Background: an optimization exercise with open tools, aiming at small area. Do not read the settings as production practice. Function was checked by simulation only, so behaviour that the tests miss may differ from the original.

## flow/design.v (module list and top-level ports; edited modules follow where they fit)
// module line_buf: 9 lines
// module fa: 4 lines
// module ha: 4 lines
// module rowstage0: 944 lines
// module rowstage: 972 lines
// module decoder: 11 lines
// module control: 16 lines
// module convolution: 42 lines
module convolution #(parameter BW1=16, BW2=16, STRIDE=1, xs=32, ws=5)
	(input iCLK, iRSTn, iWren,
	 input [4:0] iADDR,
	 input [7:0] iWeight,
	 input signed [7:0] iX,
	 input iValid,
	 output signed [BW2-1:0] oPsum,
	 output oValid);
  // ...
==> flow/run.sh <==
#!/bin/bash
# synth_recipe.tcl (not shown) runs the flow's synth.tcl, then flattens the netlist and writes it again
# the make line also repeats each setting of config.mk as NAME=value (left out here)
make -C /OpenROAD-flow-scripts/flow DESIGN_CONFIG=/design/flow/config.mk WORK_HOME=/design/flow/orfs CLKGATE_MAP_FILE= SYNTH_SCRIPT=/design/flow/synth_recipe.tcl finish
==> flow/config.mk <==
export PLATFORM = sky130hd
export DESIGN_NAME = convolution
export DESIGN_NICKNAME = convolution
export VERILOG_FILES = /design/flow/design.v
export SDC_FILE = /design/flow/constraint.sdc
export NUM_CORES = 4
export LEC_CHECK = 0
export CAP_MARGIN = 20
export CORE_MARGIN = 2
export CORE_UTILIZATION = 40
export PLACE_DENSITY = 0.6
export SLEW_MARGIN = 20
export SYNTH_HIERARCHICAL = 1
export SYNTH_MINIMUM_KEEP_SIZE = 0
==> flow/constraint.sdc <==
create_clock -name core_clock -period 8.0 [get_ports {iCLK}]
set_input_delay 1.6000 -clock core_clock [delete_from_list [all_inputs] [get_ports {iCLK}]]
set_output_delay 1.6000 -clock core_clock [all_outputs]
set_load 0.01 [all_outputs]
==> results by group, run 1 <==
Worst hold path
  • Hold endpoint: lb.sr[865]

Critical path
  • Crit path max-delay family: adder cells
  • Critical Path Start Type: flop
  • RR Startpoint: lb.sr[772]
  • Most used cell, CP: fa_1
  • CP max stage delay: 0.72 ns
  • Worst setup EP type: flop
  • Crit-path cells: nand2_1, fa_1, fa_1, fa_1, fa_1, fa_1, fa_1, fa_1, fa_1, ha_1, nand4_1, o221ai_1, or4_1, nor3_1, a311o_1, nor2_1, o22a_1

Global routing
  • GRT Util Overall: 21.2%
  • Met1 Use GR: 28.4%
  • Initial antenna violation count: 7
  • First-pass GRT wire length: 305 mm

Clocking
  • CTS tree: built
  • Inserted Clock Buffers: 134
  • Setup bufs post-CTS: 0
  • Clk slew on worst S/H paths: 0.07 ns
  • Root Buffer: clkbuf_16
  • H-tree levels: 4
  • Post-CTS sizing: 0
  • CTS Sinks: 1324

Timing
  • Min Tclk post-route: 7.46 ns

Final layout
  • Clock buf count: 189
  • #MultiIn Comb: 4126
  • Non-Filler Instances: 8363
  • Max reg flops: 1032
  • Ant diodes: 2
  • Non-clock buffer count: 98
  • Synthesis-to-finish area growth: 8.97%
  • Inverters: 76
  • ClkCell Share: 5.51%

Drt
  • Routed Antenna Nets: 0
  • DR top layer: met4
  • Metal1 wirelength: 79.9 mm
  • First-pass DRT Iterations: 5

Floorplan
  • Boundary Pins: 42

Placed design
  • PortBufs: 41
  • GPL Wtd Cong: 0.952

Run status
  • Run status: finished clean

Job
  • Max cap viols: 0
==> inputs of run 2 (changes only) <==
--- a/flow/config.mk
+++ b/flow/config.mk
@@ -8,6 +8,8 @@
 export CAP_MARGIN = 20
 export CORE_MARGIN = 2
 export CORE_UTILIZATION = 40
+export CTS_BUF_LIST = sky130_fd_sc_hd__clkbuf_8
+export CTS_CLUSTER_SIZE = 30
 export PLACE_DENSITY = 0.6
 export SLEW_MARGIN = 20
 export SYNTH_HIERARCHICAL = 1
==> run 2 against run 1 <==
Still clean on timing, DRC and antenna. Core utilization grew 0.10 points. Clock skew grew 0.023 ns. Synthesized cell count is the same.
==> results by group, run 2 <==
Logic synthesis
  • Avg Cell Area, Syn: 12.7 um^2 (unchanged)
  • Syn Std Cell Area: 75400 um^2 (unchanged)
  • Ys Warns: 10 (unchanged)
  • Synthesized instance count: 5960 (unchanged)
  • Syn Nets: 7638 (unchanged)

Drt
  • Routed Antenna Nets: 0 (unchanged)
  • Post-DR vias/cell: 5.15 (was 5.18)
  • Via count: 43.8k (was 43.4k)
  • Post-detailed-route wirelength per cell: 23.1 um (was 23.4 um)
  • # DRC: 0 (unchanged)
  • First-pass DRT Iterations: 5 (unchanged)
  • Total wire length: 196 mm (about the same)
  • Initial DRC count: 3433 (was 3477)

Critical path
  • Crit Path Class: flop to flop (unchanged)
  • Worst setup EP type: flop (unchanged)
  • Critical path peak fanout: 11 (unchanged)
  • WP data arrival: 8.31 ns (was 8.17 ns)
  • RR Startpoint: lb.sr[772] (unchanged)
  • Worst endpoint required time: 8.88 ns (was 8.71 ns)
  • Critical Path Start Type: flop (unchanged)
  • Worst setup startpoint: lb.sr[772] (unchanged)

Worst hold path
  • Hold WC Path Type: flop to flop (unchanged)
  • Hold path start: lb.sr[112] (was lb.sr[857])

Global routing
  • GR peak layer: met2 (unchanged)
  • Largest net degree at the start of global routing: 109 (unchanged)
  • GRT Util Overall: 21.3% (was 21.2%)
  • M3 GR Usage: 3.85% (was 3.62%)
  • Initial antenna violation count: 7 (unchanged)
  • Vias in the first global route: 48.8k (was 48.1k)
  • First-pass GRT wire length: 307 mm (was 305 mm)
  • Grt ovf: 0 (unchanged)
  • Grt met2 use: 33.9% (was 34.0%)
  • Met1 Use GR: 28.3% (was 28.4%)

Final layout
  • Largest register by flop count: lb.sr (unchanged)
  • Regs by FF count: lb.sr: 1032 flops, dec1.oW: 200 flops (unchanged)
  • Most common cell after layout, fill and taps aside: fa_1 (unchanged)
  • Max reg flops: 1032 (unchanged)
  • Most frequent cells in the layout: fa_1, nand2_1, dfxtp_1 (unchanged)
  • Synthesis-to-finish area growth: 9.23% (was 8.97%)
  • Layout cell share with drive strength beyond 1: 10.1% (was 8.44%)
  • Final #Nets: 7508 (was 7438)
  • Fillcell total: 17.0k (about the same)

Job
  • Max cap viols: 0 (unchanged)

Clocking
  • CTS Sinks: 1324 (unchanged)
  • H-tree levels: 4 (unchanged)
  • Max clock buf depth: 3 (unchanged)
  • CTS tree: built (unchanged)
  • Clk latency of the worst-skew pair: 0.98 ns (was 0.79 ns)
  • Inserted Clock Buffers: 203 (was 134)
  • Clk slew on worst S/H paths: 0.06 ns (was 0.07 ns)
  • Root Buffer: clkbuf_8 (was clkbuf_16)

Floorplan
  • Die width: 438 um (unchanged)
  • Core Region: 188000 um^2 (unchanged)
  • Area of the die: 192000 um^2 (unchanged)
  • Die outline height: 438 um (unchanged)
  • Starting Density: 40.2% (unchanged)
  • Rows: 159 (unchanged)
  • Boundary Pins: 42 (unchanged)

Placed design
  • Detail Placement HPWL: 153 mm (unchanged)
  • PortBufs: 41 (unchanged)
  • GPL Wtd Cong: 0.952 (unchanged)
  • Dpl ws: 0.499 ns (unchanged)

Run status
  • Run status: finished clean (unchanged)

Timing
  • Final Hold Violating Endpoints: 0 (unchanged)
  • Final setup margin: 0.574 ns (was 0.538 ns)
  • Final Skew: 0.0593 ns (was 0.0368 ns)
  • Fin crit share: 92.8% (was 93.3%)
  • Max Freq: 135 MHz (was 134 MHz)
  • Final setup viols: 0 (unchanged)
  • Slew @ Worst Pin: 1.24 ns (was 1.27 ns)
  • Rel. slew slack: 17.0% (was 15.2%)
  • Slew Limit Fails: 0 (unchanged)
  • Setup TNS: 0 ns (unchanged)
  • Min Tclk post-route: 7.43 ns (was 7.46 ns)
  • RSZ-0062 raised after global routing: no (unchanged)
run 2: per-layer routing:
metal | share of wire [%] | vias to the layer above
met4 | 4.9 | 0
met2 | 48 | 1747
met5 | 0 | -
met3 | 6.6 | 441
li1 | - | 18400
met1 | 41 | 23200
run 2: path summary, 6_finish.rpt:
path,slack [ns],depth (start not counted),end
max,0.57,17,r1[0]
min,0.29,0,lb.sr[120]
max reg2reg,0.57,17,r1[0]
min reg2reg,0.29,0,lb.sr[120]
max in group asynchronous,5.94,2,dec1.oW[90]
min in group asynchronous,0.69,1,dec1.oW[61]
run 2: worst max-delay path, cell delays in order, from the launching register on:
cell	delay, ns
dfxtp_1	0.71
nand2_1	0.17
fa_1	0.46
fa_1	0.53
fa_1	0.47
fa_1	0.58
fa_1	0.46
fa_1	0.42
fa_1	0.52
fa_1	0.41
ha_1	0.43
nand4_1	0.26
o221ai_1	0.27
or4_1	0.16
nor3_1	0.05
a311o_1	0.48
nor2_1	0.68
o22a_1	0.26
run 2: area by class of cell:
| type | count | area, um^2 | share of cell area (%) |
|---|---|---|---|
| Clock inverter | 122 | 1200 | 1.46 |
| Timing Repair Buffer | 99 | 863 | 1.05 |
| Antenna cell | 5 | 12.5 | 0.0152 |
| Inverter | 76 | 285 | 0.346 |
| Clock buffer | 255 | 3510 | 4.26 |
| Multi-Input combinational cell | 4126 | 45800 | 55.6 |
| Sequential cell | 1324 | 27600 | 33.5 |
| Tap cell | 2495 | 3120 | 3.79 |
run 2: repair_timing:
action / in CTS / in global routing
resized for setup: 0 / 2
buffers inserted: 0 / 0
hold buffers: 0 / 0
endpoints found under the setup margin: 0 / 13
run 2: metrics by stage:
step / instances / hold WS, ns / utilization, % / area [um^2]
6_report: 8502 / 0.293 / 43.9 / 82400
5_1_grt: 8499 / 0.284 / 43.9 / 82400
4_1_cts: 8496 / 0.287 / 43.9 / 82300
3_5_place_dp: 8119 / 0.312 / 41.4 / 77600
3_3_place_gp: 8119 / 0.310 / 41.4 / 77600
2_1_floorplan: 5960 / 0.310 / - / 75400
==> inputs of run 3 (changes only) <==
--- a/flow/config.mk
+++ b/flow/config.mk
@@ -8,7 +8,7 @@
 export CAP_MARGIN = 20
 export CORE_MARGIN = 2
 export CORE_UTILIZATION = 40
-export CTS_BUF_LIST = sky130_fd_sc_hd__clkbuf_8
+export CTS_CLUSTER_DIAMETER = 45
 export CTS_CLUSTER_SIZE = 30
 export PLACE_DENSITY = 0.6
 export SLEW_MARGIN = 20
==> run 3 against run 2 <==
Still clean on timing, DRC and antenna. Hold slack worse by 0.0012 ns. Core utilization is 0.057 points higher. Synthesized cell count stayed put. Count of clock-buffer cells in the layout is 110 lower. Critical endpoint unchanged. Largest cell class unchanged.
==> results by group, run 3 <==
Run status
  • Run status: finished clean (unchanged)

Critical path
  • WP data arrival: 8.37 ns (was 8.31 ns)
  • Worst endpoint required time: 8.72 ns (was 8.88 ns)
  • Critical path peak fanout: 15 (was 11)
  • RR Startpoint: lb.sr[772] (unchanged)
  • Worst setup startpoint: lb.sr[772] (unchanged)
  • Most used cell, CP: fa_1 (unchanged)
  • Worst r2r dst: r1[0] (unchanged)
  • Crit path to: r1[0] (unchanged)
  • CP max stage delay: 0.81 ns (was 0.71 ns)
  • Worst setup EP type: flop (unchanged)
  • R2R depth: 16 (was 17)
  • Crit Path Class: flop to flop (unchanged)
  • Crit-path cells: nand2_1, fa_1, fa_1, fa_1, fa_1, fa_1, fa_1, fa_1, fa_1, ha_1, nand4_1, a2111oi_0, o211ai_1, and3_1, a211oi_2, o22a_1 (was nand2_1, fa_1, fa_1, fa_1, fa_1, fa_1, fa_1, fa_1, fa_1, ha_1, nand4_1, o221ai_1, or4_1, nor3_1, a311o_1, nor2_1, o22a_1)
  • Flop2flop setup slack: 0.35 ns (was 0.57 ns)
  • Critical Path Start Type: flop (unchanged)
  • CP max-delay cell: a211oi_2 (was dfxtp_1)

Final layout
  • Ant diodes: 0 (was 5)
  • Regs by FF count: lb.sr: 1032 flops, dec1.oW: 200 flops (unchanged)
  • Fillcell total: 16.9k (was 17.0k)
  • Layout cell share with drive strength beyond 1: 8.91% (was 10.1%)
  • Synthesis-to-finish area growth: 9.37% (was 9.23%)
  • Most common cell after layout, fill and taps aside: fa_1 (unchanged)
  • Max reg flops: 1032 (unchanged)
  • Largest register by flop count: lb.sr (unchanged)
  • Final #Nets: 7437 (was 7508)
  • Most frequent cells in the layout: fa_1, nand2_1, dfxtp_1 (unchanged)

Global routing
  • Vias in the first global route: 48.1k (was 48.8k)
  • Initial antenna violation count: 7 (unchanged)
  • First-pass GRT wire length: 304 mm (was 307 mm)
  • GRT Util Overall: 21.1% (was 21.3%)
  • Grt ovf: 0 (unchanged)
  • Largest net degree at the start of global routing: 109 (unchanged)

Drt
  • First-pass DRT Iterations: 6 (was 5)
  • Post-DR vias/cell: 5.18 (was 5.15)
  • # DRC: 0 (unchanged)
  • Routed Antenna Nets: 0 (unchanged)
  • Via count: 43.3k (was 43.8k)
  • Initial DRC count: 3238 (was 3433)
  • Post-detailed-route wirelength per cell: 23.3 um (was 23.1 um)
  • Total wire length: 195 mm (was 196 mm)

Placed design
  • PortBufs: 41 (unchanged)
  • GPL Wtd Cong: 0.952 (unchanged)
  • Dpl ws: 0.499 ns (unchanged)
  • Detail Placement HPWL: 153 mm (unchanged)

Worst hold path
  • WHS Path Cells: 0 (unchanged)
  • Hold WC Path Type: flop to flop (unchanged)

Logic synthesis
  • Syn Std Cell Area: 75400 um^2 (unchanged)
  • Syn Nets: 7638 (unchanged)
  • Ys Warns: 10 (unchanged)
  • Avg Cell Area, Syn: 12.7 um^2 (unchanged)
  • Synthesized instance count: 5960 (unchanged)

Floorplan
  • Area of the die: 192000 um^2 (unchanged)
  • Die width: 438 um (unchanged)
  • Rows: 159 (unchanged)
  • Core Region: 188000 um^2 (unchanged)
  • Starting Density: 40.2% (unchanged)
  • Die outline height: 438 um (unchanged)
  • Boundary Pins: 42 (unchanged)

Timing
  • Fin crit share: 95.6% (was 92.8%)
  • RSZ-0062 raised after global routing: no (unchanged)
  • Min Tclk post-route: 7.65 ns (was 7.43 ns)
  • Slew @ Worst Pin: 1.28 ns (was 1.24 ns)
  • Final setup margin: 0.351 ns (was 0.574 ns)
  • Max Freq: 131 MHz (was 135 MHz)
  • Final Hold Violating Endpoints: 0 (unchanged)
  • Slew Limit Fails: 0 (unchanged)
  • Rel. slew slack: 14.2% (was 17.0%)
  • Final setup viols: 0 (unchanged)
  • Setup TNS: 0 ns (unchanged)
  • Final Skew: 0.0491 ns (was 0.0593 ns)

Clocking
  • Clk slew on worst S/H paths: 0.08 ns (was 0.06 ns)
  • Root Buffer: clkbuf_16 (was clkbuf_8)
  • Setup bufs post-CTS: 0 (unchanged)
  • Clk latency of the worst-skew pair: 0.81 ns (was 0.98 ns)
  • CTS tree: built (unchanged)
  • Max clock buf depth: 3 (unchanged)
  • H-tree levels: 4 (unchanged)
  • Inserted Clock Buffers: 133 (was 203)
  • CTS Sinks: 1324 (unchanged)

Job
  • Max cap viols: 0 (unchanged)
## run 3: critical path: cells and delay by family, from the launching register on
kind	cells	cell delay, ns
compound gates	4	1.89
fa+ha+maj	9	4.28
flops	1	0.72
simple gates	3	0.68
## run 3: how the worst min path moves through the flow
stage,start,slack [ns],endpoint
detailed placement,lb.sr[696],0.31,lb.sr[704]
global placement,lb.sr[850],0.31,lb.sr[858]
floorplan,lb.sr[92],0.31,lb.sr[100]
CTS,lb.sr[318],0.28,lb.sr[326]
global route,lb.sr[318],0.28,lb.sr[326]
finish,lb.sr[318],0.29,lb.sr[326]
## run 3: what timing repair did
action                     4_1_cts  5_1_grt
hold endpoints to repair         0        0
setup endpoints to repair        0       24
resized for setup                0        2
hold buffers                     0        0
## run 3: routing by layer
layer / vias up / track usage (%) / routed length [um]
met5: - / 0 / 0
met4: 0 / 9.47 / 9710
met3: 441 / 3.59 / 12500
met2: 1701 / 33.9 / 92900
met1: 23000 / 28.2 / 80100
li1: 18200 / - / -
## run 3: cell type report
class / instances / area, um^2 / area share [%]
clock inverter: 100 / 1400 / 1.69
tap: 2495 / 3120 / 3.78
clock buffer: 145 / 3440 / 4.18
sequential: 1324 / 27600 / 33.4
inverter: 76 / 285 / 0.346
timing repair buffer: 98 / 856 / 1.04
multi-input combinational: 4126 / 45800 / 55.5
## run 3: through the flow
step | hold slack [ns] | cells | instance area [um^2] | utilization (%)
after CTS | 0.280 | 8364 | 82500 | 44.0
after global placement | 0.310 | 8119 | 77600 | 41.4
after detailed placement | 0.312 | 8119 | 77600 | 41.4
after floorplan | 0.310 | 5960 | 75400 | -
final | 0.292 | 8364 | 82500 | 44.0
after global routing | 0.284 | 8364 | 82500 | 44.0
==> inputs of run 4 (changes only) <==
--- a/flow/config.mk
+++ b/flow/config.mk
@@ -8,8 +8,8 @@
 export CAP_MARGIN = 20
 export CORE_MARGIN = 2
 export CORE_UTILIZATION = 40
-export CTS_CLUSTER_DIAMETER = 45
-export CTS_CLUSTER_SIZE = 30
+export CTS_CLUSTER_DIAMETER = 60
+export CTS_CLUSTER_SIZE = 25
 export PLACE_DENSITY = 0.6
 export SLEW_MARGIN = 20
 export SYNTH_HIERARCHICAL = 1
==> run 4 against run 3 <==
Sequential cell count did not move. Via count fell by 0.39%. Still clean on timing, DRC and antenna. Clock skew fell by 0.010 ns. Register-to-register slack improved by 0.07 ns.
==> results by group, run 4 <==
Drt
  • Total wire length: 195 mm (about the same)
  • Routed Antenna Nets: 0 (unchanged)
  • Post-DR vias/cell: 5.20 (was 5.18)
  • Post-detailed-route wirelength per cell: 23.5 um (was 23.3 um)
  • # DRC: 0 (unchanged)
  • Via count: 43.2k (was 43.3k)
  • Initial DRC count: 3595 (was 3238)
  • First-pass DRT Iterations: 5 (was 6)

Logic synthesis
  • Syn Std Cell Area: 75400 um^2 (unchanged)
  • Syn Nets: 7638 (unchanged)
  • Ys Warns: 10 (unchanged)
  • Avg Cell Area, Syn: 12.7 um^2 (unchanged)
  • Synthesized instance count: 5960 (unchanged)

Timing
  • Fin crit share: 94.7% (was 95.6%)
  • Final Hold Violating Endpoints: 0 (unchanged)
  • Final Skew: 0.0391 ns (was 0.0491 ns)
  • Slew Limit Fails: 0 (unchanged)
  • RSZ-0062 raised after global routing: no (unchanged)
  • Min Tclk post-route: 7.57 ns (was 7.65 ns)
  • Max Freq: 132 MHz (was 131 MHz)
  • Final setup viols: 0 (unchanged)
  • Slew @ Worst Pin: 1.18 ns (was 1.28 ns)
  • Rel. slew slack: 21.0% (was 14.2%)
  • Setup TNS: 0 ns (unchanged)
  • WHS: 0.302 ns (was 0.292 ns)

Critical path
  • WP data arrival: 8.27 ns (was 8.37 ns)
  • CP max-delay cell: a211oi_2 (unchanged)
  • Crit Path Class: flop to flop (unchanged)
  • Critical Path Start Type: flop (unchanged)
  • Critical path buffers and inverters: 0 (unchanged)
  • Critical path peak fanout: 15 (unchanged)
  • Worst setup EP type: flop (unchanged)
  • Crit path max-delay family: adder cells (unchanged)
  • CP max stage delay: 0.78 ns (was 0.81 ns)
  • Worst endpoint required time: 8.70 ns (was 8.72 ns)
  • Crit-path cells: nand2_1, fa_1, fa_1, fa_1, fa_1, fa_1, fa_1, fa_1, fa_1, ha_1, nand4_1, a2111oi_0, o211ai_1, and3_1, a211oi_2, o22a_1 (unchanged)
  • Most used cell, CP: fa_1 (unchanged)

Floorplan
  • Starting Density: 40.2% (unchanged)
  • Die outline height: 438 um (unchanged)
  • Rows: 159 (unchanged)
  • Boundary Pins: 42 (unchanged)
  • Core Region: 188000 um^2 (unchanged)
  • Die width: 438 um (unchanged)
  • Area of the die: 192000 um^2 (unchanged)

Clocking
  • CTS Sinks: 1324 (unchanged)
  • CTS tree: built (unchanged)
  • Max clock buf depth: 3 (unchanged)
  • Setup bufs post-CTS: 0 (unchanged)
  • Inserted Clock Buffers: 98 (was 133)
  • Root Buffer: clkbuf_16 (unchanged)
  • H-tree levels: 3 (was 4)
  • Clk latency of the worst-skew pair: 0.78 ns (was 0.81 ns)
  • Clk slew on worst S/H paths: 0.09 ns (was 0.08 ns)

Placed design
  • Detail Placement HPWL: 153 mm (unchanged)
  • PortBufs: 41 (unchanged)
  • GPL Wtd Cong: 0.952 (unchanged)

Job
  • Max cap viols: 0 (unchanged)

Global routing
  • First-pass GRT wire length: 303 mm (was 304 mm)
  • Grt ovf: 0 (unchanged)
  • Largest net degree at the start of global routing: 109 (unchanged)
  • Initial antenna violation count: 8 (was 7)
  • GRT Util Overall: 21.1% (about the same)
  • Vias in the first global route: 47.8k (was 48.1k)

Run status
  • Run status: finished clean (unchanged)

Final layout
  • Final core utilization: 43.4% (was 44.0%)
  • Most common cell after layout, fill and taps aside: fa_1 (unchanged)
  • Synthesis-to-finish area growth: 7.85% (was 9.37%)
  • Max reg flops: 1032 (unchanged)
  • Regs by FF count: lb.sr: 1032 flops, dec1.oW: 200 flops (unchanged)
  • Largest register by flop count: lb.sr (unchanged)
  • Layout cell share with drive strength beyond 1: 7.78% (was 8.91%)
  • Most frequent cells in the layout: fa_1, nand2_1, dfxtp_1 (unchanged)
  • Final #Nets: 7402 (was 7437)

Worst hold path
  • Hold WC Path Type: flop to flop (unchanged)
-- run 4: cell type report --
type	count	area (um^2)
Clock buffer	110	2540
Clock inverter	66	1150
Sequential cell	1324	27600
Antenna cell	4	10.0
Timing Repair Buffer	98	856
Multi-Input combinational cell	4126	45800
Tap cell	2495	3120
Fill cell	17000	106000
Inverter	76	285
-- run 4: routing by layer --
metal / vias to the layer above / share of wire [%] / wire length [um] / track usage [%]
li1: 18100 / - / - / -
met1: 23000 / 41 / 79800 / 28.3
met5: - / 0 / 0 / 0
met3: 454 / 6.3 / 12200 / 3.36
met2: 1641 / 48 / 93000 / 33.9
met4: 0 / 5.0 / 9810 / 9.27
-- run 4: worst paths after layout --
kind	startpoint	end	slack (ns)	cells after the start
min in group asynchronous	iRSTn	dec1.oW[58]	0.89	1
min reg2reg	lb.sr[693]	lb.sr[701]	0.30	0
max reg2reg	lb.sr[772]	r1[0]	0.43	16
max	lb.sr[772]	r1[0]	0.43	16
min	lb.sr[693]	lb.sr[701]	0.30	0
max in group asynchronous	iRSTn	dec1.oW[91]	5.77	2
-- run 4: stage by stage --
stage | area, um^2 | setup WS, ns | instances
final | 81300 | 0.425 | 8299
after global routing | 81300 | 0.0317 | 8297
after CTS | 81300 | 0.449 | 8295
after detailed placement | 77600 | 0.499 | 8119
after global placement | 77600 | 0.591 | 8119
after floorplan | 75400 | 1.47 | 5960
-- run 4: repair_timing --
action / in CTS / in global routing
endpoints found under the hold margin: 0 / 0
hold buffers: 0 / 0
resized for setup: 0 / 2
endpoints found under the setup margin: 0 / 21
==> inputs of run 5 (changes only) <==
--- a/flow/config.mk
+++ b/flow/config.mk
@@ -7,10 +7,8 @@
 export LEC_CHECK = 0
 export CAP_MARGIN = 20
 export CORE_MARGIN = 2
-export CORE_UTILIZATION = 40
-export CTS_CLUSTER_DIAMETER = 60
-export CTS_CLUSTER_SIZE = 25
-export PLACE_DENSITY = 0.6
+export CORE_UTILIZATION = 60
+export PLACE_DENSITY = 0.7
 export SLEW_MARGIN = 20
 export SYNTH_HIERARCHICAL = 1
 export SYNTH_MINIMUM_KEEP_SIZE = 0
==> run 5 against run 4 <==
Routed wire length increased by 1.3%. Non-clock buffer count decreased by 11. Final cell count down 9.5%. Sequential share of layout area is 0.12 points higher. Critical path depth is the same. Critical path type unchanged.
==> results by group, run 5 <==
Clocking
  • Root Buffer: clkbuf_16 (unchanged)
  • CTS Sinks: 1324 (unchanged)
  • Post-CTS sizing: 0 (unchanged)
  • CTS tree: built (unchanged)
  • Clk slew on worst S/H paths: 0.07 ns (was 0.09 ns)
  • H-tree levels: 4 (was 3)
  • Cts hold-fix bufs: 0 (unchanged)
  • Inserted Clock Buffers: 131 (was 98)
  • Max clock buf depth: 3 (unchanged)
  • Setup bufs post-CTS: 0 (unchanged)
  • Clk latency of the worst-skew pair: 0.80 ns (was 0.78 ns)

Final layout
  • Final #Nets: 7424 (was 7402)
  • Max reg flops: 1032 (unchanged)
  • Reg area: 27600 um^2 (unchanged)
  • Fillcell total: 9342 (was 17.0k)
  • Regs by FF count: lb.sr: 1032 flops, dec1.oW: 200 flops (unchanged)
  • Largest register by flop count: lb.sr (unchanged)
  • Non-Filler Instances: 7509 (was 8299)
  • Multi-input gate area: 45800 um^2 (about the same)
  • Most common cell after layout, fill and taps aside: fa_1 (unchanged)
  • Most frequent cells in the layout: fa_1, nand2_1, dfxtp_1 (unchanged)
  • Synthesis-to-finish area growth: 7.47% (was 7.85%)
  • Layout cell share with drive strength beyond 1: 8.51% (was 7.78%)

Placed design
  • PortBufs: 41 (unchanged)
  • Detail Placement HPWL: 151 mm (was 153 mm)
  • Dpl cells: 7263 (was 8119)
  • GPL Wtd Cong: 0.986 (was 0.952)

Global routing
  • Initial antenna violation count: 8 (unchanged)
  • First-pass GRT wire length: 304 mm (was 303 mm)
  • Grt ovf: 0 (unchanged)
  • Largest net degree at the start of global routing: 129 (was 109)
  • GRT Util Overall: 32.5% (was 21.1%)
  • Vias in the first global route: 48.4k (was 47.8k)

Logic synthesis
  • Synthesized instance count: 5960 (unchanged)
  • Avg Cell Area, Syn: 12.7 um^2 (unchanged)
  • Ys Warns: 10 (unchanged)
  • Syn Std Cell Area: 75400 um^2 (unchanged)
  • Syn Nets: 7638 (unchanged)

Critical path
  • Critical path buffers and inverters: 0 (unchanged)
  • Worst r2r dst: r1[12] (was r1[0])
  • Most used cell, CP: fa_1 (unchanged)
  • Worst setup startpoint: lb.sr[782] (was lb.sr[772])
  • RR Startpoint: lb.sr[782] (was lb.sr[772])
  • Worst setup EP type: flop (unchanged)
  • Crit Path Class: flop to flop (unchanged)
  • Crit path to: r1[12] (was r1[0])
  • Flop2flop setup slack: 0.48 ns (was 0.43 ns)
  • Crit-path cells: nand2_1, fa_1, fa_1, fa_1, fa_1, fa_1, fa_1, fa_1, fa_1, ha_1, nand4_1, a2111oi_0, o211ai_1, and3_1, nor2_1, o22a_1 (was nand2_1, fa_1, fa_1, fa_1, fa_1, fa_1, fa_1, fa_1, fa_1, ha_1, nand4_1, a2111oi_0, o211ai_1, and3_1, a211oi_2, o22a_1)
  • R2R depth: 16 (unchanged)
  • Critical path peak fanout: 16 (was 15)
  • CP max stage delay: 0.77 ns (was 0.78 ns)
  • Crit path max-delay family: adder cells (unchanged)
  • Crit path depth: 16 (unchanged)
  • WP data arrival: 8.24 ns (was 8.27 ns)
  • CP max-delay cell: nor2_1 (was a211oi_2)
  • Critical Path Start Type: flop (unchanged)
  • Worst endpoint required time: 8.72 ns (was 8.70 ns)

Floorplan
  • Die outline height: 359 um (was 438 um)
  • Rows: 130 (was 159)
  • Core Region: 125000 um^2 (was 188000 um^2)
  • Die width: 359 um (was 438 um)
  • Boundary Pins: 42 (unchanged)
  • Area of the die: 129000 um^2 (was 192000 um^2)
  • Starting Density: 60.2% (was 40.2%)

Drt
  • Initial DRC count: 3843 (was 3595)
  • # DRC: 0 (unchanged)
  • Via count: 43.8k (was 43.2k)
  • First-pass DRT Iterations: 6 (was 5)
  • Routed Antenna Nets: 0 (unchanged)
  • Post-DR vias/cell: 5.84 (was 5.20)
  • Post-detailed-route wirelength per cell: 26.3 um (was 23.5 um)
  • Total wire length: 197 mm (was 195 mm)

Timing
  • Slew Limit Fails: 0 (unchanged)
  • Min Tclk post-route: 7.52 ns (was 7.57 ns)
  • Max Freq: 133 MHz (was 132 MHz)
  • Final Hold Violating Endpoints: 0 (unchanged)
  • Slew @ Worst Pin: 1.08 ns (was 1.18 ns)
  • Final setup viols: 0 (unchanged)
  • Fin crit share: 94.0% (was 94.7%)
  • Setup TNS: 0 ns (unchanged)
  • Rel. slew slack: 27.8% (was 21.0%)
  • RSZ-0062 raised after global routing: no (unchanged)
  • Final Skew: 0.0589 ns (was 0.0391 ns)

Run status
  • Run status: finished clean (unchanged)

Worst hold path
  • Hold WC Path Type: flop to flop (unchanged)

Job
  • Max cap viols: 0 (unchanged)
run 5: worst min path at each step:
stage	startpoint	to	slack [ns]	cells after the start
2_1_floorplan	lb.sr[92]	lb.sr[100]	0.31	0
3_3_place_gp	lb.sr[724]	lb.sr[732]	0.31	0
3_5_place_dp	lb.sr[107]	lb.sr[115]	0.31	0
4_1_cts	lb.sr[960]	lb.sr[968]	0.29	0
5_1_grt	lb.sr[960]	lb.sr[968]	0.28	0
6_report	lb.sr[326]	lb.sr[334]	0.28	0
run 5: metal layers:
metal | vias up | global-route usage (%) | part of all wire [%]
li1 | 18200 | - | -
met5 | - | 0 | 0.0066
met2 | 2036 | 51.1 | 47
met3 | 587 | 6.91 | 7.8
met1 | 23000 | 41.8 | 38
met4 | 2 | 20.0 | 7.2
run 5: final cells by class:
class	instances	share of cell area [%]
timing repair buffer	87	0.917
antenna	4	0.0124
inverter	76	0.352
tap	1650	2.55
clock inverter	68	1.09
sequential	1324	34.0
clock buffer	174	4.56
multi-input combinational	4126	56.5
run 5: worst reg2reg max path, cell delays in order, from the launching register on:
cell and delay (ns):
dfxtp_1 0.73, nand2_1 0.17, fa_1 0.62, fa_1 0.44
fa_1 0.42, fa_1 0.46, fa_1 0.51, fa_1 0.41
fa_1 0.54, fa_1 0.42, ha_1 0.41, nand4_1 0.23
a2111oi_0 0.62, o211ai_1 0.18, and3_1 0.24, nor2_1 0.77
o22a_1 0.30
run 5: metrics by stage:
step                      setup slack [ns]  util [%]  hold slack [ns]  instance area, um^2
after floorplan                       1.47         -            0.310                75400
after global placement               0.690      61.1            0.310                76500
after detailed placement             0.610      61.1            0.312                76500
after CTS                            0.580      64.7            0.289                81000
after global routing                0.0250      64.7            0.283                81000
final                                0.477      64.7            0.284                81000
==> inputs of run 6 (changes only) <==
--- a/flow/config.mk
+++ b/flow/config.mk
@@ -7,8 +7,10 @@
 export LEC_CHECK = 0
 export CAP_MARGIN = 20
 export CORE_MARGIN = 2
-export CORE_UTILIZATION = 60
-export PLACE_DENSITY = 0.7
+export CORE_UTILIZATION = 55
+export CTS_CLUSTER_DIAMETER = 150
+export CTS_CLUSTER_SIZE = 22
+export PLACE_DENSITY = 0.75
 export SLEW_MARGIN = 20
 export SYNTH_HIERARCHICAL = 1
 export SYNTH_MINIMUM_KEEP_SIZE = 0
==> run 6 against run 5 <==
Die area increased by 9.0%. Design area decreased by 3.0%. Sequential share of layout area increased by 1.0 points. Count of clock-buffer cells in the layout decreased by 70. Sequential cell count unchanged. Fmax increased by 0.76%. Highest routed layer unchanged.
==> results by group, run 6 <==
Final layout
  • Largest register by flop count: lb.sr (unchanged)
  • Fillcell total: 10.8k (was 9342)
  • Regs by FF count: lb.sr: 1032 flops, dec1.oW: 200 flops (unchanged)
  • Final #Nets: 7358 (was 7424)
  • Synthesis-to-finish area growth: 4.26% (was 7.47%)
  • Layout cell share with drive strength beyond 1: 6.01% (was 8.51%)
  • Reg area: 27600 um^2 (unchanged)
  • Most common cell after layout, fill and taps aside: fa_1 (unchanged)
  • Design Area, Final: 78600 um^2 (was 81000 um^2)
  • Most frequent cells in the layout: fa_1, nand2_1, dfxtp_1 (unchanged)
  • Multi-input gate area: 45800 um^2 (unchanged)
  • Final core utilization: 57.9% (was 64.7%)
  • Max reg flops: 1032 (unchanged)

Logic synthesis
  • Syn Std Cell Area: 75400 um^2 (unchanged)
  • Avg Cell Area, Syn: 12.7 um^2 (unchanged)
  • Syn Nets: 7638 (unchanged)
  • Ys Warns: 10 (unchanged)
  • Synthesized instance count: 5960 (unchanged)

Drt
  • Post-DR vias/cell: 5.83 (was 5.84)
  • # DRC: 0 (unchanged)
  • Post-detailed-route wirelength per cell: 25.6 um (was 26.3 um)
  • Initial DRC count: 4193 (was 3843)
  • Total wire length: 192 mm (was 197 mm)
  • Met2 Wirelength: 91.3 mm (was 93.6 mm)
  • Via count: 43.7k (was 43.8k)
  • DR top layer: met5 (unchanged)
  • First-pass DRT Iterations: 6 (unchanged)
  • DR WL met3: 15.7 mm (was 15.3 mm)
  • Metal1 wirelength: 72.4 mm (was 74.3 mm)
  • Routed Antenna Nets: 0 (unchanged)

Global routing
  • GRT Util Overall: 28.7% (was 32.5%)
  • First-pass GRT wire length: 301 mm (was 304 mm)
  • Initial antenna violation count: 10 (was 8)
  • Largest net degree at the start of global routing: 124 (was 129)
  • Grt ovf: 0 (unchanged)
  • Vias in the first global route: 48.5k (was 48.4k)

Placed design
  • Post-Place Cell Area: 76600 um^2 (was 76500 um^2)
  • PortBufs: 41 (unchanged)
  • Detail Placement HPWL: 149 mm (was 151 mm)
  • GPL Wtd Cong: 1.03 (was 0.986)

Job
  • Max cap viols: 0 (unchanged)

Critical path
  • Worst endpoint required time: 8.58 ns (was 8.72 ns)
  • CP max stage delay: 0.75 ns (was 0.77 ns)
  • Crit path max-delay family: adder cells (unchanged)
  • Crit Path Class: flop to flop (unchanged)
  • Most used cell, CP: fa_1 (unchanged)
  • Critical Path Start Type: flop (unchanged)
  • Critical path peak fanout: 28 (was 16)
  • Crit-path cells: nand2_1, fa_1, fa_1, fa_1, fa_1, fa_1, fa_1, fa_1, fa_1, ha_1, nand2_1, a211oi_1, and3_1, or3_1, a22oi_1, o22ai_1 (was nand2_1, fa_1, fa_1, fa_1, fa_1, fa_1, fa_1, fa_1, fa_1, ha_1, nand4_1, a2111oi_0, o211ai_1, and3_1, nor2_1, o22a_1)
  • CP max-delay cell: or3_1 (was nor2_1)
  • WP data arrival: 8.04 ns (was 8.24 ns)
  • Critical path buffers and inverters: 0 (unchanged)
  • Worst setup EP type: flop (unchanged)

Timing
  • Slew @ Worst Pin: 1.03 ns (was 1.08 ns)
  • Final Hold Violating Endpoints: 0 (unchanged)
  • Final setup viols: 0 (unchanged)
  • Fin crit share: 93.3% (was 94.0%)
  • Final Skew: 0.0490 ns (was 0.0589 ns)
  • RSZ-0062 raised after global routing: no (unchanged)
  • Rel. slew slack: 31.2% (was 27.8%)
  • Max Freq: 134 MHz (was 133 MHz)
  • Setup TNS: 0 ns (unchanged)
  • Slew Limit Fails: 0 (unchanged)
  • Min Tclk post-route: 7.47 ns (was 7.52 ns)

Clocking
  • CTS Sinks: 1324 (unchanged)
  • Post-CTS sizing: 0 (unchanged)
  • CTS tree: built (unchanged)
  • Max clock buf depth: 3 (unchanged)
  • Clk latency of the worst-skew pair: 0.72 ns (was 0.80 ns)
  • Clk slew on worst S/H paths: 0.10 ns (was 0.07 ns)
  • Setup bufs post-CTS: 0 (unchanged)
  • Cts hold-fix bufs: 0 (unchanged)
  • Root Buffer: clkbuf_16 (unchanged)
  • H-tree levels: 3 (was 4)
  • Inserted Clock Buffers: 70 (was 131)

Floorplan
  • Core Region: 136000 um^2 (was 125000 um^2)
  • Die outline height: 374 um (was 359 um)
  • Die width: 374 um (was 359 um)
  • Boundary Pins: 42 (unchanged)
  • Starting Density: 55.5% (was 60.2%)
  • Rows: 135 (was 130)
  • Area of the die: 140000 um^2 (was 129000 um^2)

Worst hold path
  • Hold WC Path Type: flop to flop (unchanged)

Run status
  • Run status: finished clean (unchanged)
## run 6: cell count changes in the layout (fill, tap and decap cells not counted), moves of 6 or more
cell / previous run / this run
clkbuf_16: 134 / 70
clkinvlp_4: 11 / 0
buf_2: 6 / 0
clkbuf_8: 19 / 0
inv_6: 9 / 0
clkinv_16: 11 / 0
clkinv_2: 17 / 1
clkbuf_1: 21 / 34
clkdlybuf4s50_1: 34 / 40
clkinv_4: 8 / 0
## run 6: path summary, 6_finish.rpt
| check | start | cells past startpoint | slack, ns | to |
|---|---|---|---|---|
| min | lb.sr[69] | 0 | 0.29 | lb.sr[77] |
| min reg2reg | lb.sr[69] | 0 | 0.29 | lb.sr[77] |
| max reg2reg | dec1.oW[11] | 16 | 0.53 | r0[14] |
| max | dec1.oW[11] | 16 | 0.53 | r0[14] |
| max in group asynchronous | iRSTn | 2 | 5.69 | dec1.oW[13] |
| min in group asynchronous | iRSTn | 1 | 0.94 | dec1.oW[75] |
## run 6: final cells by class
| class | count | area share (%) |
|---|---|---|
| clock inverters | 8 | 0.156 |
| multi-input cells | 4126 | 58.3 |
| repair buffers | 82 | 0.936 |
| diodes | 3 | 0.00955 |
| inverters | 76 | 0.363 |
| well taps | 1781 | 2.83 |
| clock buffers | 104 | 2.39 |
| flip-flops and latches | 1324 | 35.1 |
## run 6: metrics by stage
step	hold WS, ns	std cells	setup slack [ns]
after floorplan	0.310	5960	1.47
after global placement	0.310	7389	0.724
after detailed placement	0.312	7389	0.660
after CTS	0.293	7501	0.600
after global routing	0.302	7501	0.0416
final	0.291	7504	0.534
## run 6: worst reg2reg max path: cells and delay by family, from the launching register on
family                     cells  cell delay, ns
adders and majority gates      9            4.33
and+or+nand+nor                4            1.35
AOI/OAI and AO/OA              3            1.04
DFF                            1            0.61
## run 6: per-layer routing
metal / track usage [%] / vias to the layer above
met5: 0 / -
met4: 14.9 / 8
met3: 5.72 / 570
met2: 45.9 / 2179
met1: 37.5 / 23000
li1: - / 18000
==> inputs of run 7 (changes only) <==
--- a/flow/config.mk
+++ b/flow/config.mk
@@ -7,10 +7,10 @@
 export LEC_CHECK = 0
 export CAP_MARGIN = 20
 export CORE_MARGIN = 2
-export CORE_UTILIZATION = 55
+export CORE_UTILIZATION = 40
 export CTS_CLUSTER_DIAMETER = 150
 export CTS_CLUSTER_SIZE = 22
-export PLACE_DENSITY = 0.75
+export PLACE_DENSITY = 0.6
 export SLEW_MARGIN = 20
 export SYNTH_HIERARCHICAL = 1
 export SYNTH_MINIMUM_KEEP_SIZE = 0
==> run 7 against run 6 <==
Critical path type unchanged. Fmax shrank 2.4%. Count of clock-buffer cells in the layout decreased by 3. Still clean. Synthesized area unchanged.
==> results by group, run 7 <==
Floorplan
  • Die width: 438 um (was 374 um)
  • Boundary Pins: 42 (unchanged)
  • Core Region: 188000 um^2 (was 136000 um^2)
  • Starting Density: 40.2% (was 55.5%)
  • Rows: 159 (was 135)
  • Area of the die: 192000 um^2 (was 140000 um^2)
  • Die outline height: 438 um (was 374 um)

Global routing
  • M3 GR Usage: 3.28% (was 5.72%)
  • First-pass GRT wire length: 303 mm (was 301 mm)
  • Grt ovf: 0 (unchanged)
  • Vias in the first global route: 47.4k (was 48.5k)
  • Initial antenna violation count: 8 (was 10)
  • Grt met2 use: 33.9% (was 45.9%)
  • GR peak layer: met2 (unchanged)
  • GRT Util Overall: 21.0% (was 28.7%)
  • Largest net degree at the start of global routing: 109 (was 124)
  • Met1 Use GR: 28.3% (was 37.5%)

Timing
  • Final setup margin: 0.349 ns (was 0.534 ns)
  • Slew @ Worst Pin: 1.24 ns (was 1.03 ns)
  • Final Skew: 0.0524 ns (was 0.0490 ns)
  • Setup TNS: 0 ns (unchanged)
  • Max Freq: 131 MHz (was 134 MHz)
  • Final setup viols: 0 (unchanged)
  • RSZ-0062 raised after global routing: no (unchanged)
  • Slew Limit Fails: 0 (unchanged)
  • Rel. slew slack: 17.0% (was 31.2%)
  • Final Hold Violating Endpoints: 0 (unchanged)
  • Min Tclk post-route: 7.65 ns (was 7.47 ns)
  • Fin crit share: 95.6% (was 93.3%)

Run status
  • Run status: finished clean (unchanged)

Drt
  • Routed Antenna Nets: 0 (unchanged)
  • Post-detailed-route wirelength per cell: 23.6 um (was 25.6 um)
  • Total wire length: 194 mm (was 192 mm)
  • Via count: 42.9k (was 43.7k)
  • First-pass DRT Iterations: 5 (was 6)
  • Post-DR vias/cell: 5.21 (was 5.83)
  • # DRC: 0 (unchanged)
  • Initial DRC count: 3242 (was 4193)

Logic synthesis
  • Syn Std Cell Area: 75400 um^2 (unchanged)
  • Syn Nets: 7638 (unchanged)
  • Avg Cell Area, Syn: 12.7 um^2 (unchanged)
  • Synthesized instance count: 5960 (unchanged)
  • Ys Warns: 10 (unchanged)

Clocking
  • Inserted Clock Buffers: 70 (unchanged)
  • CTS Sinks: 1324 (unchanged)
  • Cts hold-fix bufs: 0 (unchanged)
  • H-tree levels: 3 (unchanged)
  • Root Buffer: clkbuf_16 (unchanged)
  • CTS tree: built (unchanged)
  • Clk latency of the worst-skew pair: 0.76 ns (was 0.72 ns)
  • Clk slew on worst S/H paths: 0.10 ns (about the same)
  • Max clock buf depth: 3 (unchanged)

Critical path
  • Flop2flop setup slack: 0.35 ns (was 0.53 ns)
  • RR Startpoint: lb.sr[772] (was dec1.oW[11])
  • Worst setup EP type: flop (unchanged)
  • Worst r2r dst: r1[0] (was r0[14])
  • Crit-path cells: nand2_1, fa_1, fa_1, fa_1, fa_1, fa_1, fa_1, fa_1, fa_1, ha_1, nand4_1, a2111oi_0, o211ai_1, and3_1, a211oi_2, o22a_1 (was nand2_1, fa_1, fa_1, fa_1, fa_1, fa_1, fa_1, fa_1, fa_1, ha_1, nand2_1, a211oi_1, and3_1, or3_1, a22oi_1, o22ai_1)
  • R2R depth: 16 (unchanged)
  • CP max stage delay: 0.79 ns (was 0.75 ns)
  • Worst endpoint required time: 8.69 ns (was 8.58 ns)
  • Critical Path Start Type: flop (unchanged)
  • Crit Path Class: flop to flop (unchanged)
  • WP data arrival: 8.35 ns (was 8.04 ns)
  • Most used cell, CP: fa_1 (unchanged)
  • Critical path peak fanout: 15 (was 28)
  • CP max-delay cell: a211oi_2 (was or3_1)

Worst hold path
  • WHS Path Cells: 0 (unchanged)
  • Hold WC Path Type: flop to flop (unchanged)
  • Hold endpoint: lb.sr[704] (was lb.sr[77])
  • Hold path start: lb.sr[696] (was lb.sr[69])

Final layout
  • Max reg flops: 1032 (unchanged)
  • Largest register by flop count: lb.sr (unchanged)
  • Most frequent cells in the layout: fa_1, nand2_1, dfxtp_1 (unchanged)
  • Design Area, Final: 79700 um^2 (was 78600 um^2)
  • Synthesis-to-finish area growth: 5.67% (was 4.26%)
  • Layout cell share with drive strength beyond 1: 6.33% (was 6.01%)
  • Most common cell after layout, fill and taps aside: fa_1 (unchanged)
  • Regs by FF count: lb.sr: 1032 flops, dec1.oW: 200 flops (unchanged)
  • Final #Nets: 7374 (was 7358)

Placed design
  • Post-Place Cell Area: 77600 um^2 (was 76600 um^2)
  • GPL Wtd Cong: 0.952 (was 1.03)
  • Dpl ws: 0.499 ns (was 0.660 ns)
  • PortBufs: 41 (unchanged)
  • Detail Placement HPWL: 153 mm (was 149 mm)

Job
  • Max cap viols: 0 (unchanged)
run 7: cell type report:
type / count / area (um^2)
tap: 2495 / 3120
clock inverter: 8 / 158
fill: 17200 / 108000
antenna: 2 / 5.00
clock buffer: 101 / 1890
inverter: 76 / 285
multi-input combinational: 4126 / 45800
sequential: 1324 / 27600
timing repair buffer: 98 / 856
run 7: metrics by stage:
stage | utilization, % | hold slack, ns | cells
after global placement | 41.4 | 0.310 | 8119
after global routing | 42.5 | 0.310 | 8229
after detailed placement | 41.4 | 0.312 | 8119
final | 42.5 | 0.307 | 8230
after CTS | 42.5 | 0.295 | 8228
after floorplan | - | 0.310 | 5960
run 7: worst max path at each step:
stage	from	end	slack, ns	depth (start not counted)
final	lb.sr[772]	r1[0]	0.35	16
after global routing	lb.sr[772]	r1[0]	0.02	16
after CTS	lb.sr[772]	r1[3]	0.42	16
after detailed placement	lb.sr[772]	r1[7]	0.50	16
after global placement	lb.sr[772]	r1[6]	0.59	16
after floorplan	dec1.oW[121]	r3[13]	1.47	20
run 7: timing repair:
item                                    CTS  global route
hold endpoints to repair                  0             0
setup buffers                             0             0
endpoints found under the setup margin    0            26
gates resized for setup                   0             2
run 7: worst max-delay path: cells and delay by family (launching register included):
kind	cells	cell delay (ns)
flops	1	0.73
fa+ha+maj	9	4.26
simple gates	3	0.68
compound gates	4	1.90
run 7: layer usage:
| metal | part of all wire (%) | up-vias |
|---|---|---|
| li1 | - | 18000 |
| met1 | 41 | 22800 |
| met2 | 48 | 1638 |
| met3 | 6.1 | 400 |
| met4 | 5.0 | 0 |
| met5 | 0 | - |
==> module decoder, before the edit <==
module decoder(input iCLK, iRSTn, iWren,
	input [4:0] iAddr,
	input [7:0] iWeight,
	output reg [199:0] oW);
integer a;
always @(posedge iCLK, negedge iRSTn)
	if (!iRSTn) oW <= 200'd0;
	else if (iWren)
		for (a = 0; a < 25; a = a + 1)
			if (iAddr == a) oW[8*a +: 8] <= iWeight;
endmodule
==> inputs of run 8 (changes only) <==
--- a/flow/design.v
+++ b/flow/design.v
@@ -1936,11 +1936,10 @@
 	input [7:0] iWeight,
 	output reg [199:0] oW);
 integer a;
-always @(posedge iCLK, negedge iRSTn)
-	if (!iRSTn) oW <= 200'd0;
-	else if (iWren)
-		for (a = 0; a < 25; a = a + 1)
-			if (iAddr == a) oW[8*a +: 8] <= iWeight;
+wire [7:0] d = iWeight & {8{iRSTn}};
+always @(posedge iCLK)
+	for (a = 0; a < 25; a = a + 1)
+		if (!iRSTn || (iWren && iAddr == a)) oW[8*a +: 8] <= d;
 endmodule
 module control #(parameter STRIDE=1, xs=32, ws=5)
 	(input iValid, iCLK, iRSTn,
==> run 8 against run 7 <==
Critical path type unchanged. Non-clock buffer count is 8 higher. Hold slack better by 0.0046 ns. Critical endpoint is now r2[2]. Design area decreased by 1.7%. Clock skew fell by 0.019 ns.
==> results by group, run 8 <==
Clocking
  • Setup bufs post-CTS: 0 (unchanged)
  • CTS Sinks: 1324 (unchanged)
  • Clk latency of the worst-skew pair: 0.71 ns (was 0.76 ns)
  • Root Buffer: clkbuf_16 (unchanged)
  • Inserted Clock Buffers: 70 (unchanged)
  • H-tree levels: 3 (unchanged)
  • Cts hold-fix bufs: 0 (unchanged)
  • CTS tree: built (unchanged)
  • Post-CTS sizing: 0 (unchanged)
  • Max clock buf depth: 3 (unchanged)
  • Clk slew on worst S/H paths: 0.11 ns (was 0.10 ns)

Global routing
  • Vias in the first global route: 45.9k (was 47.4k)
  • Initial antenna violation count: 2 (was 8)
  • Grt ovf: 0 (unchanged)
  • First-pass GRT wire length: 286 mm (was 303 mm)
  • GRT Util Overall: 20.3% (was 21.0%)
  • Largest net degree at the start of global routing: 46 (was 109)

Timing
  • Slew Limit Fails: 0 (unchanged)
  • Final Skew: 0.0332 ns (was 0.0524 ns)
  • Final setup viols: 0 (unchanged)
  • Final setup margin: 0.413 ns (was 0.349 ns)
  • Final Hold Violating Endpoints: 0 (unchanged)
  • Slew @ Worst Pin: 1.14 ns (was 1.24 ns)
  • RSZ-0062 raised after global routing: no (unchanged)
  • Setup TNS: 0 ns (unchanged)
  • Fin crit share: 94.8% (was 95.6%)
  • Max Freq: 132 MHz (was 131 MHz)
  • Min Tclk post-route: 7.59 ns (was 7.65 ns)
  • Rel. slew slack: 23.3% (was 17.0%)

Final layout
  • Regs by FF count: lb.sr: 1032 flops, dec1.oW: 200 flops (unchanged)
  • Final core utilization: 42.7% (was 42.5%)
  • Final #Nets: 7188 (was 7374)
  • Max reg flops: 1032 (unchanged)
  • Ant diodes: 0 (was 2)
  • Synthesis-to-finish area growth: 5.75% (was 5.67%)
  • Largest register by flop count: lb.sr (unchanged)
  • Fillcell total: 16.9k (was 17.2k)
  • Most common cell after layout, fill and taps aside: fa_1 (unchanged)
  • Design Area, Final: 78300 um^2 (was 79700 um^2)
  • Most frequent cells in the layout: fa_1, nand2_1, dfxtp_1 (unchanged)
  • Layout cell share with drive strength beyond 1: 3.23% (was 6.33%)

Drt
  • Total wire length: 184 mm (was 194 mm)
  • First-pass DRT Iterations: 6 (was 5)
  • Initial DRC count: 3356 (was 3242)
  • Via count: 41.2k (was 42.9k)
  • Routed Antenna Nets: 0 (unchanged)
  • # DRC: 0 (unchanged)
  • Post-DR vias/cell: 5.15 (was 5.21)
  • Post-detailed-route wirelength per cell: 22.9 um (was 23.6 um)

Worst hold path
  • Hold WC Path Type: flop to flop (unchanged)

Placed design
  • Post-Place Cell Area: 76400 um^2 (was 77600 um^2)
  • PortBufs: 41 (unchanged)
  • Detail Placement HPWL: 148 mm (was 153 mm)
  • Dpl ws: 0.558 ns (was 0.499 ns)
  • GPL Wtd Cong: 0.923 (was 0.952)

Critical path
  • Worst r2r dst: r2[2] (was r1[0])
  • Crit path depth: 16 (unchanged)
  • Crit path max-delay family: adder cells (unchanged)
  • R2R depth: 16 (unchanged)
  • Critical path buffers and inverters: 0 (unchanged)
  • Critical Path Start Type: flop (unchanged)
  • WP data arrival: 8.22 ns (was 8.35 ns)
  • Flop2flop setup slack: 0.41 ns (was 0.35 ns)
  • Crit-path cells: nand2_1, fa_1, fa_1, fa_1, fa_1, fa_1, fa_1, fa_1, fa_1, ha_1, nand4_1, a2111oi_0, o211ai_1, and3_1, nor2_1, o22a_1 (was nand2_1, fa_1, fa_1, fa_1, fa_1, fa_1, fa_1, fa_1, fa_1, ha_1, nand4_1, a2111oi_0, o211ai_1, and3_1, a211oi_2, o22a_1)
  • Critical path peak fanout: 16 (was 15)
  • CP max-delay cell: nor2_1 (was a211oi_2)
  • Crit Path Class: flop to flop (unchanged)
  • RR Startpoint: dec1.oW[86] (was lb.sr[772])
  • Worst setup startpoint: dec1.oW[86] (was lb.sr[772])
  • Worst setup EP type: flop (unchanged)
  • Crit path to: r2[2] (was r1[0])
  • CP max stage delay: 0.72 ns (was 0.79 ns)
  • Most used cell, CP: fa_1 (unchanged)
  • Worst endpoint required time: 8.63 ns (was 8.69 ns)

Job
  • Max cap viols: 0 (unchanged)

Floorplan
  • Boundary Pins: 42 (unchanged)
  • Core Region: 183000 um^2 (was 188000 um^2)
  • Die outline height: 434 um (was 438 um)
  • Die width: 434 um (was 438 um)
  • Area of the die: 189000 um^2 (was 192000 um^2)
  • Rows: 157 (was 159)
  • Starting Density: 40.4% (was 40.2%)

Logic synthesis
  • Ys Warns: 10 (unchanged)
  • Synthesized instance count: 5743 (was 5960)
  • Syn Std Cell Area: 74100 um^2 (was 75400 um^2)
  • Syn Nets: 7421 (was 7638)
  • Avg Cell Area, Syn: 12.9 um^2 (was 12.7 um^2)

Run status
  • Run status: finished clean (unchanged)
## run 8: area by class of cell
type	instances	area, um^2	area share, %
Clock buffer	95	1870	2.38
Clock inverter	7	73.8	0.0942
Inverter	76	285	0.364
Multi-Input combinational cell	3932	43600	55.6
Sequential cell	1324	28600	36.5
Tap cell	2464	3080	3.93
Timing Repair Buffer	106	893	1.14
## run 8: routing by layer
layer / GRT usage [%] / wire length [um]
met1: 27.4 / 75500
met2: 32.9 / 88400
met3: 3.24 / 11400
met4: 7.88 / 8310
met5: 0 / 0
## run 8: worst min-delay path by stage
| stage | start | to | cells after the start |
|---|---|---|---|
| floorplan | lb.sr[92] | lb.sr[100] | 0 |
| global placement | lb.sr[642] | lb.sr[650] | 0 |
| detailed placement | lb.sr[135] | lb.sr[143] | 0 |
| CTS | lb.sr[68] | lb.sr[76] | 0 |
| global route | lb.sr[708] | lb.sr[716] | 0 |
| finish | lb.sr[708] | lb.sr[716] | 0 |
## run 8: metrics by stage
step / instances / hold slack [ns]
after floorplan: 5743 / 0.310
after global placement: 7902 / 0.310
after detailed placement: 7902 / 0.312
after CTS: 8004 / 0.315
after global routing: 8004 / 0.322
final: 8004 / 0.311
==> inputs of run 9 (changes only) <==
--- a/flow/config.mk
+++ b/flow/config.mk
@@ -8,8 +8,8 @@
 export CAP_MARGIN = 20
 export CORE_MARGIN = 2
 export CORE_UTILIZATION = 40
-export CTS_CLUSTER_DIAMETER = 150
-export CTS_CLUSTER_SIZE = 22
+export CTS_CLUSTER_DIAMETER = 100
+export CTS_CLUSTER_SIZE = 20
 export PLACE_DENSITY = 0.6
 export SLEW_MARGIN = 20
 export SYNTH_HIERARCHICAL = 1
==> run 9 against run 8 <==
Core utilization grew 0.27 points. Critical path depth is the same. Routed wire length grew 0.25%. Global-route usage is essentially flat. Setup slack gained 0.026 ns. Count of clock-buffer cells in the layout grew 11. Final cell count grew 0.24%. Highest routed layer unchanged. Largest cell class unchanged.
==> results by group, run 9 <==
Drt
  • First-pass DRT Iterations: 7 (was 6)
  • Total wire length: 184 mm (about the same)
  • # DRC: 0 (unchanged)
  • Routed Antenna Nets: 0 (unchanged)
  • Post-DR vias/cell: 5.17 (was 5.15)
  • Via count: 41.5k (was 41.2k)
  • Initial DRC count: 3212 (was 3356)
  • Post-detailed-route wirelength per cell: 22.9 um (about the same)

Critical path
  • Crit-path cells: nand2_1, fa_1, fa_1, fa_1, fa_1, fa_1, fa_1, fa_1, fa_1, ha_1, nand4_1, a2111oi_0, o211ai_1, and3_1, nor2_1, o22a_1 (unchanged)
  • Worst setup EP type: flop (unchanged)
  • CP max-delay cell: nor2_1 (unchanged)
  • Crit Path Class: flop to flop (unchanged)
  • WP data arrival: 8.19 ns (was 8.22 ns)
  • Worst endpoint required time: 8.63 ns (about the same)
  • CP max stage delay: 0.72 ns (about the same)
  • Critical Path Start Type: flop (unchanged)
  • Critical path peak fanout: 16 (unchanged)
  • Most used cell, CP: fa_1 (unchanged)

Clocking
  • Cts hold-fix bufs: 0 (unchanged)
  • CTS tree: built (unchanged)
  • Clk slew on worst S/H paths: 0.08 ns (was 0.11 ns)
  • H-tree levels: 3 (unchanged)
  • Max clock buf depth: 3 (unchanged)
  • Root Buffer: clkbuf_16 (unchanged)
  • Clk latency of the worst-skew pair: 0.73 ns (was 0.71 ns)
  • CTS Sinks: 1324 (unchanged)
  • Setup bufs post-CTS: 0 (unchanged)
  • Inserted Clock Buffers: 80 (was 70)
  • Post-CTS sizing: 0 (unchanged)

Timing
  • WHS: 0.296 ns (was 0.311 ns)
  • Slew Limit Fails: 0 (unchanged)
  • Final setup viols: 0 (unchanged)
  • Final Skew: 0.0472 ns (was 0.0332 ns)
  • RSZ-0062 raised after global routing: no (unchanged)
  • Setup TNS: 0 ns (unchanged)
  • Min Tclk post-route: 7.56 ns (was 7.59 ns)
  • Fin crit share: 94.5% (was 94.8%)
  • Rel. slew slack: 24.1% (was 23.3%)
  • Slew @ Worst Pin: 1.13 ns (was 1.14 ns)
  • Max Freq: 132 MHz (about the same)
  • Final Hold Violating Endpoints: 0 (unchanged)

Global routing
  • First-pass GRT wire length: 287 mm (was 286 mm)
  • Largest net degree at the start of global routing: 46 (unchanged)
  • GRT Util Overall: 20.3% (about the same)
  • Vias in the first global route: 46.1k (was 45.9k)
  • Grt ovf: 0 (unchanged)
  • Initial antenna violation count: 2 (unchanged)

Floorplan
  • Die outline height: 434 um (unchanged)
  • Core Region: 183000 um^2 (unchanged)
  • Starting Density: 40.4% (unchanged)
  • Boundary Pins: 42 (unchanged)
  • Die width: 434 um (unchanged)
  • Rows: 157 (unchanged)
  • Area of the die: 189000 um^2 (unchanged)

Final layout
  • Most frequent cells in the layout: fa_1, nand2_1, dfxtp_1 (unchanged)
  • Final #Nets: 7198 (was 7188)
  • Max reg flops: 1032 (unchanged)
  • Layout cell share with drive strength beyond 1: 3.63% (was 3.23%)
  • Most common cell after layout, fill and taps aside: fa_1 (unchanged)
  • Regs by FF count: lb.sr: 1032 flops, dec1.oW: 200 flops (unchanged)
  • Synthesis-to-finish area growth: 6.41% (was 5.75%)
  • Largest register by flop count: lb.sr (unchanged)
  • Ant diodes: 0 (unchanged)
  • Design Area, Final: 78800 um^2 (was 78300 um^2)

Placed design
  • Post-Place Cell Area: 76400 um^2 (unchanged)
  • GPL Wtd Cong: 0.923 (unchanged)
  • PortBufs: 41 (unchanged)
  • Detail Placement HPWL: 148 mm (unchanged)

Logic synthesis
  • Syn Std Cell Area: 74100 um^2 (unchanged)
  • Avg Cell Area, Syn: 12.9 um^2 (unchanged)
  • Syn Nets: 7421 (unchanged)
  • Ys Warns: 10 (unchanged)
  • Synthesized instance count: 5743 (unchanged)

Run status
  • Run status: finished clean (unchanged)

Worst hold path
  • Hold WC Path Type: flop to flop (unchanged)

Job
  • Max cap viols: 0 (unchanged)
-- run 9: metal layers --
layer,up-vias,share of wire [%],track usage [%]
met4,0,4.6,8.03
met1,22000,41,27.3
li1,17400,-,-
met5,-,0,0
met3,386,6.6,3.37
met2,1670,48,33.0
-- run 9: stage by stage --
| step | util, % | worst slack (ns) | instances |
|---|---|---|---|
| floorplan | - | 1.48 | 5743 |
| global route | 43.0 | 0.00781 | 8023 |
| detailed placement | 41.6 | 0.558 | 7902 |
| finish | 43.0 | 0.439 | 8023 |
| global placement | 41.6 | 0.642 | 7902 |
| CTS | 43.0 | 0.449 | 8023 |
-- run 9: path summary, 6_finish.rpt --
path	start	to	cells after the start	slack (ns)
max reg2reg	lb.sr[534]	r2[2]	16	0.44
min	lb.sr[661]	lb.sr[669]	0	0.30
min reg2reg	lb.sr[661]	lb.sr[669]	0	0.30
min in group asynchronous	iRSTn	cc1.oValid	1	0.93
max	lb.sr[534]	r2[2]	16	0.44
max in group asynchronous	iRSTn	cc1.cnt[7]	1	6.61
-- run 9: area by class of cell --
| cell class | instances | area, um^2 |
|---|---|---|
| clock inverters | 15 | 213 |
| multi-input cells | 3932 | 43600 |
| inverters | 76 | 285 |
| fillers | 16800 | 105000 |
| well taps | 2464 | 3080 |
| clock buffers | 106 | 2220 |
| repair buffers | 106 | 893 |
| flip-flops and latches | 1324 | 28600 |
-- run 9: worst max-delay path: cells and delay by family, from the launching register on --
family          cells  cell delay (ns)
simple gates        4             1.37
compound gates      3             1.10
flops               1             0.66
fa+ha+maj           9             4.31

## afterwards: timing with drivers on the ports
No port has a modelled driver above. Below, the same layouts with a new extraction and two added sets of constraints.
Step 1: set_driving_cell puts a clkbuf_16 on iCLK and a buf_2 on each other input, an assumption about the parent block.
Step 2, shift: input delay + t, output delay - t, t = (earliest + latest rising clock arrival at the registers) / 2. This alone moves slack from input paths to output paths.
Slacks: ideal ports / drivers / drivers and shift; pairs: ideal ports / drivers.
run | t, ns | slack for setup (ns) | worst slew at a driven data input, ns | pins driven straight from the clock port
run 1 | 0.853 | 0.538 / 0.538 / 0.538 | 0.06 | 1
run 2 | 1.018 | 0.574 / 0.574 / 0.574 | 0.06 | 1
run 3 | 0.856 | 0.351 / 0.351 / 0.351 | 0.06 | 1
run 4 | 0.830 | 0.425 / 0.425 / 0.425 | 0.05 | 1
run 5 | 0.835 | 0.477 / 0.477 / 0.477 | 0.05 | 1
run 6 | 0.766 | 0.534 / 0.534 / 0.534 | 0.06 | 1
run 7 | 0.800 | 0.349 / 0.349 / 0.349 | 0.06 | 1
run 8 | 0.766 | 0.413 / 0.413 / 0.413 | 0.06 | 1
run 9 | 0.784 | 0.439 / 0.439 / 0.439 | 0.06 | 1
After both steps every run listed still meets setup and hold.
